What follows belongs to an exercise in optimizing a design on an open flow for small area; a production flow would make more cautious choices.
Where RTL was checked, it was by simulation tests only, not by an equivalence proof against the original.
The clock input has no modelled driver; a real chip could not lean on it and would need a root buffer or a full tree.
Power and IR drop assume default switching activity.

==> job 6306 <==
==> flow/design.v <==
module t1b_ultrasonic(
    input clk_50M, reset, echo_rx,
    output reg trig,
    output op,
    output wire [15:0] distance_out
);
localparam [19:0] LF_A = 20'h9d693;
localparam [19:0] LF_B = 20'h6cd59;
localparam [19:0] LF_C = 20'hceb49;
localparam [19:0] LF_R = 20'h01d39;
localparam [19:0] M_A = 20'hfefde;
localparam [19:0] M_B = 20'hedbff;
localparam [19:0] M_C = 20'h7f7ef;
localparam [8:0] U_P = 9'h100;
localparam [8:0] U_S = 9'h000;
localparam [8:0] U_E = 9'h017;
localparam [1:0] S_IDLE = 2'd0, S_WF = 2'd1, S_WAIT = 2'd2, S_MEAS = 2'd3;
reg [19:0] lf;
reg [1:0]  sub;
reg [10:0] dreg;
reg        det;
reg [8:0]  u;
reg [4:0]  p;
reg [10:0] q;
wire at_a = ((lf & M_A) == (LF_A & M_A));
wire at_b = ((lf & M_B) == (LF_B & M_B));
wire at_c = ((lf & M_C) == (LF_C & M_C));
wire meas = (sub == S_MEAS);
wire cnt  = meas & echo_rx & ~at_c;    
wire ovf  = (u == U_E);
wire lnext = (p == 5'd7) | (p == 5'd16);
wire ld  = meas & ~echo_rx & ~at_c;
wire clr = ((sub == S_IDLE) & at_b & ~echo_rx) |
           ((sub == S_WF) & ~echo_rx) |
           ((sub == S_WAIT) & at_c & ~echo_rx) |
           (meas & at_c);
always @(posedge clk_50M or negedge reset) begin
    if (!reset) begin
        lf   <= LF_R;
        sub  <= S_IDLE;
        trig <= 1'b0;
        dreg <= 11'd0;
        det  <= 1'b0;
    end else begin
        lf <= {lf[18:0], ~(lf[19] ^ lf[2]) ^ at_c};
        if (at_a) trig <= 1'b1;
        else if (at_b) trig <= 1'b0;
        case (sub)
            S_IDLE: if (at_b) sub <= S_WF;
            S_WF:   sub <= echo_rx ? S_MEAS : S_WAIT;
            S_WAIT: if (echo_rx) sub <= S_MEAS; else if (at_c) sub <= S_IDLE;
            default: if (~cnt) sub <= S_IDLE;
        endcase
        if (ld | clr) begin
            dreg <= ld ? q : 11'd0;
            det  <= ld & (q < 11'd70);
        end
    end
end
always @(posedge clk_50M) begin
    if (!cnt) begin
        u <= U_P;
        p <= 5'd0;
        q <= 11'd0;
    end else if (ovf) begin
        u <= lnext ? U_P : U_S;
        p <= (p == 5'd16) ? 5'd0 : p + 5'd1;
        q <= q + 11'd1;
    end else begin
        u <= {u[7:0], ~(u[8] ^ u[4])};
    end
end
assign op = det;
assign distance_out = {5'd0, dreg};
endmodule
==> flow/flow/run.sh <==
#!/bin/bash
# The standard layout (standard.sh), with:
#  - an area-oriented ABC mapping in synthesis (flow/my_synth.tcl, flow/area.abc);
#    registers are mapped exactly as in the standard synthesis
#  - the smallest buffer on every port
#  - small clock buffers and no dummy clock loads in CTS
#  - no timing-driven buffering in global placement, and one tie cell for
#    the constant outputs
set -euo pipefail
W=$(pwd)
export MY_ABC_SCRIPT=$W/flow/area.abc
export FLOW_SYNTH_TCL=$W/synth_recipe.tcl
bash standard.sh SYNTH_SCRIPT=$W/flow/my_synth.tcl ADDER_MAP_FILE= SYNTH_INSBUF=0 \
  "BUFFER_PORTS_ARGS=-buffer_cell sky130_fd_sc_hd__buf_1" \
  GPL_TIMING_DRIVEN=0 SKIP_REPAIR_TIE_FANOUT=1 \
  "CTS_ARGS=-sink_clustering_enable -sink_clustering_size 30 -sink_clustering_max_diameter 200 -buf_list sky130_fd_sc_hd__clkbuf_4 -root_buf sky130_fd_sc_hd__clkbuf_4 -dont_use_dummy_load -repair_clock_nets" \
  finish > flow_make.log 2>&1
==> flow/flow/area.abc <==
strash; &get -n; &deepsyn -T 10; &dch -f; &nf -R 1000; &put; topo
==> flow/flow/my_synth.tcl <==
# The standard synthesis, with an area-oriented ABC script in place of
# ORFS's delay-oriented one.  Registers are mapped exactly as in the standard
# synthesis; only the combinational mapping differs.
proc abc {args} {
  set out {}
  set skip 0
  foreach a $args {
    if {$skip} { set skip 0; continue }
    if {$a eq "-script" || $a eq "-D" || $a eq "-constr"} { set skip 1; continue }
    lappend out $a
  }
  yosys abc -script $::env(MY_ABC_SCRIPT) {*}$out
}
source $::env(FLOW_SYNTH_TCL)
==> flow/standard.sh <==
#!/bin/bash
# synth_recipe.tcl (not shown) runs the flow's synth.tcl, then flattens the netlist and writes it again
# the make line also repeats each setting of config.mk as NAME=value (left out here)
make -C /OpenROAD-flow-scripts/flow DESIGN_CONFIG=/design/flow/config.mk WORK_HOME=/design/flow/orfs CLKGATE_MAP_FILE= SYNTH_SCRIPT=/design/flow/synth_recipe.tcl "${@:-finish}"
==> flow/config.mk <==
export PLATFORM = sky130hd
export DESIGN_NAME = t1b_ultrasonic
export DESIGN_NICKNAME = t1b_ultrasonic
export VERILOG_FILES = /design/flow/design.v
export SDC_FILE = /design/flow/constraint.sdc
export NUM_CORES = 4
export LEC_CHECK = 0
export CAP_MARGIN = 20
export CORE_MARGIN = 2
export CORE_UTILIZATION = 40
export SLEW_MARGIN = 20
==> flow/constraint.sdc <==
create_clock -name core_clock -period 20.0 [get_ports {clk_50M}]
set_input_delay 4.0000 -clock core_clock [delete_from_list [all_inputs] [get_ports {clk_50M}]]
set_output_delay 4.0000 -clock core_clock [all_outputs]
set_load 0.01 [all_outputs]
==> job 9091 (differences from job 6306) <==
--- a/flow/design.v
+++ b/flow/design.v
@@ -4,13 +4,10 @@
     output op,
     output wire [15:0] distance_out
 );
-localparam [19:0] LF_A = 20'h9d693;
-localparam [19:0] LF_B = 20'h6cd59;
-localparam [19:0] LF_C = 20'hceb49;
-localparam [19:0] LF_R = 20'h01d39;
-localparam [19:0] M_A = 20'hfefde;
-localparam [19:0] M_B = 20'hedbff;
-localparam [19:0] M_C = 20'h7f7ef;
+localparam [19:0] LF_A = 20'h92d73;
+localparam [19:0] LF_B = 20'h9eaa7;
+localparam [19:0] LF_C = 20'hc96b9;
+localparam [19:0] LF_R = 20'hc7a1b;
 localparam [8:0] U_P = 9'h100;
 localparam [8:0] U_S = 9'h000;
 localparam [8:0] U_E = 9'h017;
@@ -20,14 +17,14 @@
 reg [10:0] dreg;
 reg        det;
 reg [8:0]  u;
-reg [4:0]  p;
 reg [10:0] q;
-wire at_a = ((lf & M_A) == (LF_A & M_A));
-wire at_b = ((lf & M_B) == (LF_B & M_B));
-wire at_c = ((lf & M_C) == (LF_C & M_C));
+wire at_b = (lf == LF_B);
+wire at_c = (lf == LF_C);
+wire at_a = (lf == LF_A);
 wire meas = (sub == S_MEAS);
 wire cnt  = meas & echo_rx & ~at_c;    
 wire ovf  = (u == U_E);
+reg [4:0] p;
 wire lnext = (p == 5'd7) | (p == 5'd16);
 wire ld  = meas & ~echo_rx & ~at_c;
 wire clr = ((sub == S_IDLE) & at_b & ~echo_rx) |
@@ -42,14 +39,14 @@
         dreg <= 11'd0;
         det  <= 1'b0;
     end else begin
-        lf <= {lf[18:0], ~(lf[19] ^ lf[2]) ^ at_c};
+        lf <= {lf[18:0], ~(lf[19] ^ lf[16]) ^ at_c};
         if (at_a) trig <= 1'b1;
         else if (at_b) trig <= 1'b0;
         case (sub)
             S_IDLE: if (at_b) sub <= S_WF;
             S_WF:   sub <= echo_rx ? S_MEAS : S_WAIT;
             S_WAIT: if (echo_rx) sub <= S_MEAS; else if (at_c) sub <= S_IDLE;
-            default: if (~cnt) sub <= S_IDLE;
+            S_MEAS: if (~cnt) sub <= S_IDLE;
         endcase
         if (ld | clr) begin
             dreg <= ld ? q : 11'd0;
==> flow/flow/run.sh (replaced) <==
#!/bin/bash
set -euo pipefail
W=$(pwd)
export MY_ABC_SCRIPT=$W/flow/area.abc
export FLOW_SYNTH_TCL=$W/synth_recipe.tcl
bash standard.sh SYNTH_SCRIPT=$W/flow/my_synth.tcl ADDER_MAP_FILE= \
  "BUFFER_PORTS_ARGS=-buffer_cell sky130_fd_sc_hd__buf_1" \
  "CTS_ARGS=-sink_clustering_enable -sink_clustering_size 80 -sink_clustering_max_diameter 500 -buf_list sky130_fd_sc_hd__clkbuf_16 -root_buf sky130_fd_sc_hd__clkbuf_16 -dont_use_dummy_load -repair_clock_nets" finish > flow_make.log 2>&1
==> flow/flow/area.abc (replaced) <==
strash; dc2; &get -n; &dch -f; &nf -R 1000; &put; topo
==> job 5334 (differences from job 6306) <==
--- a/flow/design.v
+++ b/flow/design.v
@@ -58,7 +58,7 @@
     end
 end
 always @(posedge clk_50M) begin
-    if (!cnt) begin
+    if (!meas) begin
         u <= U_P;
         p <= 5'd0;
         q <= 11'd0;
==> flow/flow/run.sh (replaced) <==
#!/bin/bash
# The standard layout (standard.sh), with:
#  - an area-oriented ABC mapping in synthesis (flow/my_synth.tcl, flow/area.abc);
#    registers are mapped exactly as in the standard synthesis
#  - the smallest buffer on every port
#  - a flat clock tree: after CTS, flow/post_cts.tcl replaces CTS's tree with
#    three clock buffers, each driving a third of the flip-flops
#  - no timing-driven buffering in global placement, and one tie cell for
#    the constant outputs
set -euo pipefail
W=$(pwd)
export MY_ABC_SCRIPT=$W/flow/area.abc
export FLOW_SYNTH_TCL=$W/synth_recipe.tcl
bash standard.sh SYNTH_SCRIPT=$W/flow/my_synth.tcl ADDER_MAP_FILE= SYNTH_INSBUF=0 \
  "BUFFER_PORTS_ARGS=-buffer_cell sky130_fd_sc_hd__buf_1" \
  GPL_TIMING_DRIVEN=0 SKIP_REPAIR_TIE_FANOUT=1 \
  POST_CTS_TCL=$W/flow/post_cts.tcl \
  "CTS_ARGS=-sink_clustering_enable -sink_clustering_size 30 -sink_clustering_max_diameter 200 -buf_list sky130_fd_sc_hd__clkbuf_4 -root_buf sky130_fd_sc_hd__clkbuf_4 -dont_use_dummy_load -repair_clock_nets" \
  finish > flow_make.log 2>&1
==> flow/flow/area.abc (replaced) <==
strash; &get -n; &deepsyn -T 10; &dch -f; &nf -R 1000; &put; &get -n; &dch -f; &nf -R 1000; &put; topo
==> flow/flow/post_cts.tcl (new file) <==
# split a list of {iterm x y} into k groups of (nearly) equal size by recursive
# bisection, alternating the axis
proc my_split {g k axis} {
  if {$k <= 1} { return [list $g] }
  set k1 [expr {$k / 2}]
  set s [lsort -integer -index $axis $g]
  set h [expr {([llength $s] * $k1 + $k / 2) / $k}]
  set na [expr {3 - $axis}]
  return [concat [my_split [lrange $s 0 [expr {$h-1}]] $k1 $na] [my_split [lrange $s $h end] [expr {$k - $k1}] $na]]
}

# Replace the clock tree that CTS built with a flat one: the clock port drives
# NLEAF clock buffers, each driving an equal share of the flip-flops, split by
# recursive bisection of their placed locations.
proc my_clock_tree {nleaf leafcell} {
  set block [ord::get_db_block]
  set db [ord::get_db]
  set clknet [$block findNet clk_50M]
  # remove the buffers and nets CTS made
  foreach inst [$block getInsts] {
    set n [$inst getName]
    if {[string match "clkbuf_*" $n] || [string match "clkload*" $n]} {
      puts "removing $n [[$inst getMaster] getName]"
      foreach it [$inst getITerms] { $it disconnect }
      odb::dbInst_destroy $inst
    }
  }
  foreach net [$block getNets] {
    if {[string match "clknet_*" [$net getName]]} {
      foreach it [$net getITerms] { $it disconnect }
      odb::dbNet_destroy $net
    }
  }
  set sinks {}
  foreach inst [$block getInsts] {
    if {[string match "*__df*" [[$inst getMaster] getName]]} {
      set it [$inst findITerm CLK]
      $it disconnect
      set b [$inst getBBox]
      lappend sinks [list $it [expr {([$b xMin]+[$b xMax])/2}] [expr {([$b yMin]+[$b yMax])/2}]]
    }
  }
  set groups [my_split $sinks $nleaf 1]
  set master [$db findMaster $leafcell]
  set k 0
  foreach g $groups {
    set sx 0; set sy 0
    foreach s $g { set sx [expr {$sx + [lindex $s 1]}]; set sy [expr {$sy + [lindex $s 2]}] }
    set cx [expr {$sx / [llength $g]}]; set cy [expr {$sy / [llength $g]}]
    set inst [odb::dbInst_create $block $master "clkbuf_leaf_$k"]
    set net [odb::dbNet_create $block "clknet_leaf_$k"]
    $net setSigType CLOCK
    $inst setLocation $cx $cy
    $inst setPlacementStatus PLACED
    [$inst findITerm A] connect $clknet
    [$inst findITerm X] connect $net
    foreach s $g { [lindex $s 0] connect $net }
    puts "clock leaf $k: [llength $g] flip-flops at ($cx, $cy)"
    incr k
  }
}

my_clock_tree 3 sky130_fd_sc_hd__clkbuf_8
detailed_placement
check_placement -verbose
estimate_parasitics -placement
report_clock_skew
==> comparison <==
Utilization: job 9091 > job 6306 > job 5334.
Power, highest first: job 9091, job 6306, job 5334.
The lowest sequential share of layout area belongs to job 9091, the highest to job 5334.
Between job 6306 and job 5334, the lower clock skew is in job 5334 (gap 0.011 ns).
In flip-flop and latch count, job 6306 and job 5334 do not differ.
Of job 5334 and job 6306, job 5334 has the higher setup slack (gap 0.28 ns).
Function not checked in job 5334: the RTL went through the layout flow alone. The clock cells of job 5334 come from the design's own scripts or RTL, not from TritonCTS.

static timing again, ports no longer ideal:
The results above use ideal ports. As a check the final layouts listed here were re-extracted and re-timed, cells and wires unchanged. Step 1 sets driving cells, clkbuf_16 on the clock port and buf_2 on the other inputs (assumed; they add their load-dependent delay and slew). Step 2, shift: input delay + t, output delay - t, t = (earliest + latest rising clock arrival at the registers) / 2. This alone moves slack from input paths to output paths. Slacks: ideal ports / drivers / drivers and shift; pairs: ideal ports / drivers.
run	t, ns	setup WS [ns]	worst register clock-pin slew, ns	worst slew at a driven data input, ns
job 6306	0.399	14.625 / 14.608 / 14.209	0.09 / 0.09	0.04
job 9091	0.342	14.430 / 14.438 / 14.096	0.05 / 0.05	0.03
job 5334	0.210	14.907 / 14.910 / 14.700	0.11 / 0.11	0.04
After both steps setup and hold are still met in every run listed. The setup slack of job 6306, which loses most, moves by -0.017 ns with the drivers and by -0.416 ns with both steps.
